This design comes from an exercise in tuning for small area on the open sky130 flow, not from production work.
The RTL was checked by simulation tests, not by an equivalence proof against the original design.
The clock port is modelled as an ideal driver, which makes a skipped or thinned clock tree look cheaper than it is; a real chip needs a root buffer or a tree.

Setup of the reference run:
==> flow/design.v (excerpt) <==
module vga_top(
	input ClkPort,
	input BtnC,
	input BtnU,
	input BtnR,
	input BtnL,
	input BtnD,
	output hSync, vSync,
	output [3:0] vgaR, vgaG, vgaB,
	output An0, An1, An2, An3, An4, An5, An6, An7,
	output Ca, Cb, Cc, Cd, Ce, Cf, Cg, Dp,
	output MemOE, MemWR, RamCS, QuadSpiFlashCS
	);
	reg [6:0] E;
	reg [19:7] D;
	reg [4:0] hh;
	reg [9:0] v;
	reg [8:0] nq;	 
	reg [1:0] dir;
	wire [9:0] h = {hh, E[6:2]};
	wire [7:0] cE;
	assign cE[0] = 1'b1;
	wire dtick = (E == 7'd2);		 
	wire [13:0] cD;
	assign cD[0] = dtick;
	wire [5:0] cH;
	assign cH[0] = cE[7];
	wire hend = hh[4] & hh[3];		 
	wire vtick = cE[7] & hend;
	wire [10:0] cV;
	assign cV[0] = vtick;
	wire vend = v[9] & v[3] & v[2];		 
	wire step = dtick & (D[11:7] == 5'b01111);
	reg [9:0] ex;
	reg [1:0] xmode;
	reg atend;
	wire pix = (E[1:0] == 2'b11);
	wire skip = ~xmode[1] & xmode[0];
	wire pr = xmode[1] & ~xmode[0];
	wire pl = xmode[1] & xmode[0];
	wire right = step & ~dir[1] & ~dir[0];
	wire left = step & ~dir[1] & dir[0];
	wire h144 = ~h[9] & ~h[8] & h[7] & ~h[6] & ~h[5] & h[4] & ~h[3] & ~h[2] & ~h[1] & ~h[0];
	wire h794 = h[9] & h[8] & h[4] & h[3] & ~h[2] & h[1] & ~h[0];
	wire hS = dir[0] ? h144 : h794;
	wire ldr = pix & pr & h144;
	wire ldl = pix & pl & h794;
	wire ld0 = ldr | ldl;
	wire exend = ex[9] & ex[8] & ex[4] & ex[3] & ex[2] & ex[1] & ex[0];	 
	wire [10:0] cx;
	assign cx[0] = (pix & ~skip) | (left & ~atend);
	wire upy = ~dir[0];		 
	wire [9:0] cy;
	wire wrapy = upy ? (nq[8] & nq[7] & nq[6] & nq[5] & nq[1])
	                 : (~|nq[8:2] & ~nq[0]);
	wire mvy = step & dir[1];
	assign cy[0] = mvy & ~wrapy;
	genvar i;
	generate
		for (i = 0; i < 7; i = i + 1) begin : gE
			assign cE[i+1] = cE[i] & E[i];
		end
		for (i = 0; i < 13; i = i + 1) begin : gD
  ...
==> module vga_top, before the edit <==
module vga_top(
	input ClkPort,
	input BtnC,
	input BtnU,
	input BtnR,
	input BtnL,
	input BtnD,
	output hSync, vSync,
	output [3:0] vgaR, vgaG, vgaB,
	output An0, An1, An2, An3, An4, An5, An6, An7,
	output Ca, Cb, Cc, Cd, Ce, Cf, Cg, Dp,
	output MemOE, MemWR, RamCS, QuadSpiFlashCS
	);
	reg [6:0] E;
	reg [19:7] D;
	reg [4:0] hh;
	reg [9:0] v;
	reg [8:0] nq;	 
	reg [1:0] dir;
	wire [9:0] h = {hh, E[6:2]};
	wire [7:0] cE;
	assign cE[0] = 1'b1;
	wire dtick = (E == 7'd2);		 
	wire [13:0] cD;
	assign cD[0] = dtick;
	wire [5:0] cH;
	assign cH[0] = cE[7];
	wire hend = hh[4] & hh[3];		 
	wire vtick = cE[7] & hend;
	wire [10:0] cV;
	assign cV[0] = vtick;
	wire vend = v[9] & v[3] & v[2];		 
	wire step = dtick & (D[11:7] == 5'b01111);
	reg [9:0] ex;
	reg [1:0] xmode;
	reg atend;
	wire pix = (E[1:0] == 2'b11);
	wire skip = ~xmode[1] & xmode[0];
	wire pr = xmode[1] & ~xmode[0];
	wire pl = xmode[1] & xmode[0];
	wire right = step & ~dir[1] & ~dir[0];
	wire left = step & ~dir[1] & dir[0];
	wire h144 = ~h[9] & ~h[8] & h[7] & ~h[6] & ~h[5] & h[4] & ~h[3] & ~h[2] & ~h[1] & ~h[0];
	wire h794 = h[9] & h[8] & h[4] & h[3] & ~h[2] & h[1] & ~h[0];
	wire hS = dir[0] ? h144 : h794;
	wire ldr = pix & pr & h144;
	wire ldl = pix & pl & h794;
	wire ld0 = ldr | ldl;
	wire exend = ex[9] & ex[8] & ex[4] & ex[3] & ex[2] & ex[1] & ex[0];	 
	wire [10:0] cx;
	assign cx[0] = (pix & ~skip) | (left & ~atend);
	wire upy = ~dir[0];		 
	wire [9:0] cy;
	wire wrapy = upy ? (nq[8] & nq[7] & nq[6] & nq[5] & nq[1])
	                 : (~|nq[8:2] & ~nq[0]);
	wire mvy = step & dir[1];
	assign cy[0] = mvy & ~wrapy;
	genvar i;
	generate
		for (i = 0; i < 7; i = i + 1) begin : gE
			assign cE[i+1] = cE[i] & E[i];
		end
		for (i = 0; i < 13; i = i + 1) begin : gD
			assign cD[i+1] = cD[i] & D[i+7];
		end
		for (i = 0; i < 5; i = i + 1) begin : gH
			assign cH[i+1] = cH[i] & hh[i];
		end
		for (i = 0; i < 10; i = i + 1) begin : gV
			assign cV[i+1] = cV[i] & v[i];
		end
		for (i = 0; i < 10; i = i + 1) begin : gx
			assign cx[i+1] = cx[i] & ex[i];
		end
		for (i = 0; i < 9; i = i + 1) begin : gy
			assign cy[i+1] = cy[i] & ~(nq[i] ^ upy);
		end
	endgenerate
	always @(posedge ClkPort, posedge BtnC) begin
		if (BtnC) begin
			E <= 7'd3;
			D <= 0;
			hh <= 0;
			v <= 0;
			ex <= 10'd355;
			xmode <= 2'd0;
			atend <= 1'b0;
			nq <= ~9'd245;
			dir <= 0;
		end else begin
			E <= E ^ cE[6:0];
			D <= D ^ cD[12:0];
			hh <= (hh ^ cH[4:0]) & ~({5{cE[7] & hend}} & 5'b11001);
			v <= (v ^ cV[9:0]) & ~({10{vtick & vend}} & 10'b1000001101);
			ex <= (ex ^ cx[9:0]) & ~(({10{cx[0] & exend}} & 10'b1100100000)
			                       | ({10{ldr}} & 10'b0010010110)
			                       | ({10{ldl}} & 10'b1010001010));
			if (right) xmode <= atend ? 2'd2 : 2'd1;
			else if (left & atend) xmode <= 2'd3;
			else if (pix & (skip | ld0)) xmode <= 2'd0;
			if (pix & hS) atend <= (~xmode[1] & ~xmode[0] & exend) | (xmode[1] & (xmode[0] ^ dir[0]));
			nq <= ((nq ^ cy[8:0]) | ({9{mvy & wrapy & ~upy}} & 9'b111100000))
			      & ~({9{mvy & wrapy & upy}} & 9'b111100000);
			if (step) begin
				if (BtnR) dir <= 2'd0;
				else if (BtnL) dir <= 2'd1;
				else if (BtnU) dir <= 2'd2;
				else if (BtnD) dir <= 2'd3;
			end
		end
	end
	wire bh = (h[9] & ~h[8]) | (~h[9] & h[8]) | (h[7] & h[5]) | (h[7] & h[6]) | (h[8] & ~h[4]) |
	          (h[7] & h[4] & (h[3] | h[2] | h[1] | h[0])) | (h[9] & ~h[3] & ~h[2] & ~h[1] & ~h[0]);
	wire bv = v[8] | v[7] | v[6] | (v[5] & (v[4] | v[3] | v[2] | (v[1] & v[0]))) | (v[9] & ~v[3] & ~v[2]);
	wire bright = bh & bv;
	wire [8:0] dy;
	wire [9:0] ky;
	assign ky[0] = 1'b1;
	generate
		for (i = 0; i < 9; i = i + 1) begin : gdy
			assign dy[i] = v[i] ^ nq[i] ^ ky[i];
			assign ky[i+1] = (v[i] & nq[i]) | (v[i] & ky[i]) | (nq[i] & ky[i]);
		end
	endgenerate
	wire exlo = skip ? ((ex[3:0] != 4'd0) & ~(ex[3] & ex[2])) : ~(ex[3] & (ex[2] | (ex[1] & ex[0])));
	wire inx = ~xmode[1] & (ex[9:4] == 6'd0) & exlo;
	wire iny = (dy[8:4] == 0) & ~(dy[3] & (dy[2] | (dy[1] & dy[0])));
	wire ah = h[8] & h[7] & ((h[6] & ~h[5] & ~h[4] & ~h[3]) | (~h[6] & h[5] & h[4] & h[3] & h[2] & (h[1] | h[0])));
	wire av = ~v[8] & v[7] & v[6] & v[5] & v[4] & (v[3] | (v[2] & (v[1] | v[0])));
	wire red = (inx & iny) | (ah & av);
	assign hSync = h[9] | h[8] | h[7] | (h[6] & h[5]);
	assign vSync = |v[9:1];
	assign vgaR = {4{bright & red}};
	assign vgaG = {4{bright & ~red}};
	assign vgaB = {4{bright & ~red}};
	assign An0 = ~(~D[19] & ~D[18]);
	assign An1 = ~(~D[19] & D[18]);
	assign An2 = ~(D[19] & ~D[18]);
	assign An3 = ~(D[19] & D[18]);
	assign {An7, An6, An5, An4} = 4'b1111;
	wire digF = ~D[19];
	assign {Ca, Cb, Cc, Cd, Ce, Cf, Cg, Dp} = {1'b0, digF, digF, digF, 1'b0, 1'b0, ~digF, 1'b0};
	assign {MemOE, MemWR, RamCS, QuadSpiFlashCS} = 4'b1111;
endmodule
Settings: LEC_CHECK=0, CAP_MARGIN=20, CORE_MARGIN=2, CORE_UTILIZATION=35, PLACE_DENSITY=0.6, SLEW_MARGIN=20; clock period 10.0 ns.
standard.sh (not shown) runs the stock make flow with config.mk's settings and CLKGATE_MAP_FILE= SYNTH_SCRIPT=/design/flow/synth_recipe.tcl, a recipe that flattens the netlist after the stock synthesis.
==> flow/flow/run.sh <==
#!/bin/bash
# Own layout flow: the standard flow (standard.sh, with the standard synthesis
# otherwise unchanged) with these changes, all through ORFS's own variables and hooks:
#  - synthesis (synth_area.tcl) is synth_recipe.tcl with an area-oriented ABC script
#    for the final technology mapping, run with a few seeds, keeping the smallest
#    result, and without extracting adders into fa/ha cells before it; the
#    registers are untouched;
#  - input and output ports are buffered with the smallest buffer cell (buf_1);
#  - after floorplan (downsize.tcl) every combinational cell is set to its smallest
#    variant (repair_design / repair_timing later size up whatever needs it), and the
#    constant outputs share one tie cell;
#  - after CTS (clock1.tcl) the clock tree is rebuilt as four clkbuf_8 cells driven by
#    the clock port, each driving the registers of one quarter of the layout.
# make's full output goes to flow_make.log here; each ORFS step logs under orfs/logs/.
set -euo pipefail
W=$(pwd)
F=$W/flow
bash standard.sh \
  "SYNTH_SCRIPT=$F/synth_area.tcl" \
  "BUFFER_PORTS_ARGS=-buffer_cell sky130_fd_sc_hd__buf_1" \
  "POST_FLOORPLAN_TCL=$F/downsize.tcl" \
  "CTS_ARGS=-sink_clustering_enable -repair_clock_nets -dont_use_dummy_load -buf_list sky130_fd_sc_hd__clkbuf_8" \
  "POST_CTS_TCL=$F/clock1.tcl" \
  finish > $W/flow_make.log 2>&1
Other scripts of this flow, unchanged in this note and not shown: flow/flow/clock1.tcl, flow/flow/downsize.tcl, flow/flow/synth_area.tcl
The flow did not stop early for the reference run: all stages ran, and the layout cleared the timing, DRC and antenna checks.
Modified inputs, the trial run compared to the reference run
-- flow/design.v --
<<< the reference run, line 45
	wire h794 = h[9] & h[8] & h[4] & h[3] & ~h[2] & h[1] & ~h[0];
	wire hS = dir[0] ? h144 : h794;
	wire ldr = pix & pr & h144;
	wire ldl = pix & pl & h794;
	wire ld0 = ldr | ldl;
	wire exend = ex[9] & ex[8] & ex[4] & ex[3] & ex[2] & ex[1] & ex[0];	 
	wire [10:0] cx;
	assign cx[0] = (pix & ~skip) | (left & ~atend);
	wire upy = ~dir[0];		 
	wire [9:0] cy;
>>> the trial run, line 45
	wire h794 = h[9] & h[8] & h[4] & h[3] & ~h[2] & h[1] & ~h[0];
	wire hS = dir[0] ? h144 : h794;
	wire ld0 = pix & ((pr & h144) | (pl & h794));
	wire exend = ex[9] & ex[8] & ex[4] & ex[3] & ex[2] & ex[1] & ex[0];	 
	wire [10:0] cx;
	assign cx[0] = (pix & ~skip) | left;
	wire upy = ~dir[0];		 
	wire [9:0] cy;
<<< the reference run, line 94
			hh <= (hh ^ cH[4:0]) & ~({5{cE[7] & hend}} & 5'b11001);
			v <= (v ^ cV[9:0]) & ~({10{vtick & vend}} & 10'b1000001101);
			ex <= (ex ^ cx[9:0]) & ~(({10{cx[0] & exend}} & 10'b1100100000)
			                       | ({10{ldr}} & 10'b0010010110)
			                       | ({10{ldl}} & 10'b1010001010));
			if (right) xmode <= atend ? 2'd2 : 2'd1;
			else if (left & atend) xmode <= 2'd3;
>>> the trial run, line 92
			hh <= (hh ^ cH[4:0]) & ~({5{cE[7] & hend}} & 5'b11001);
			v <= (v ^ cV[9:0]) & ~({10{vtick & vend}} & 10'b1000001101);
			ex <= (ld0 | (cx[0] & exend)) ? 10'd0 : ex ^ cx[9:0];
			if (right) xmode <= atend ? 2'd2 : 2'd1;
			else if (left & atend) xmode <= 2'd3;
==> run notes <==
Compared with the reference run, the trial run shows a higher met3 routed wirelength. | count of inserted antenna diode cells | the reference run vs the trial run | ≈ equal |. Compared with the reference run, the trial run shows a number of fillers in the final layout that is 0.78% lower. Fraction of layout cells with a size suffix above 1 delta (the reference run -> the trial run): insignificant. Per the comparison of the trial run with the reference run, global-route usage has increased; synthesized area has remained practically unchanged.
In every run of this note, the design's own scripts or RTL, not TritonCTS, make the clock network.

## separate check: timing with driven ports
How much do the figures lean on ideal ports? The routed layouts below were timed once more, with nothing changed but the port constraints.
Step 1: set_driving_cell puts a clkbuf_16 on ClkPort and a buf_2 on each other input, an assumption about the parent block.
Step 2 adds t to the input delays and takes it off the output delays; t is the mean of the earliest and latest rising clock arrival at the registers after step 1. Input paths then give back, and output paths get back, about the clock's delay inside the block.
Three values: ideal ports, drivers, drivers and shift; two values: the first two.
| run | t, ns | slack for setup (ns) | clock arrival spread, ns |
|---|---|---|---|
| the reference run | 0.211 | 5.177 / 5.118 / 5.329 | 0.013 / 0.012 |
| the trial run | 0.210 | 5.285 / 5.227 / 5.437 | 0.013 / 0.013 |
After both steps every run listed still meets setup and hold.
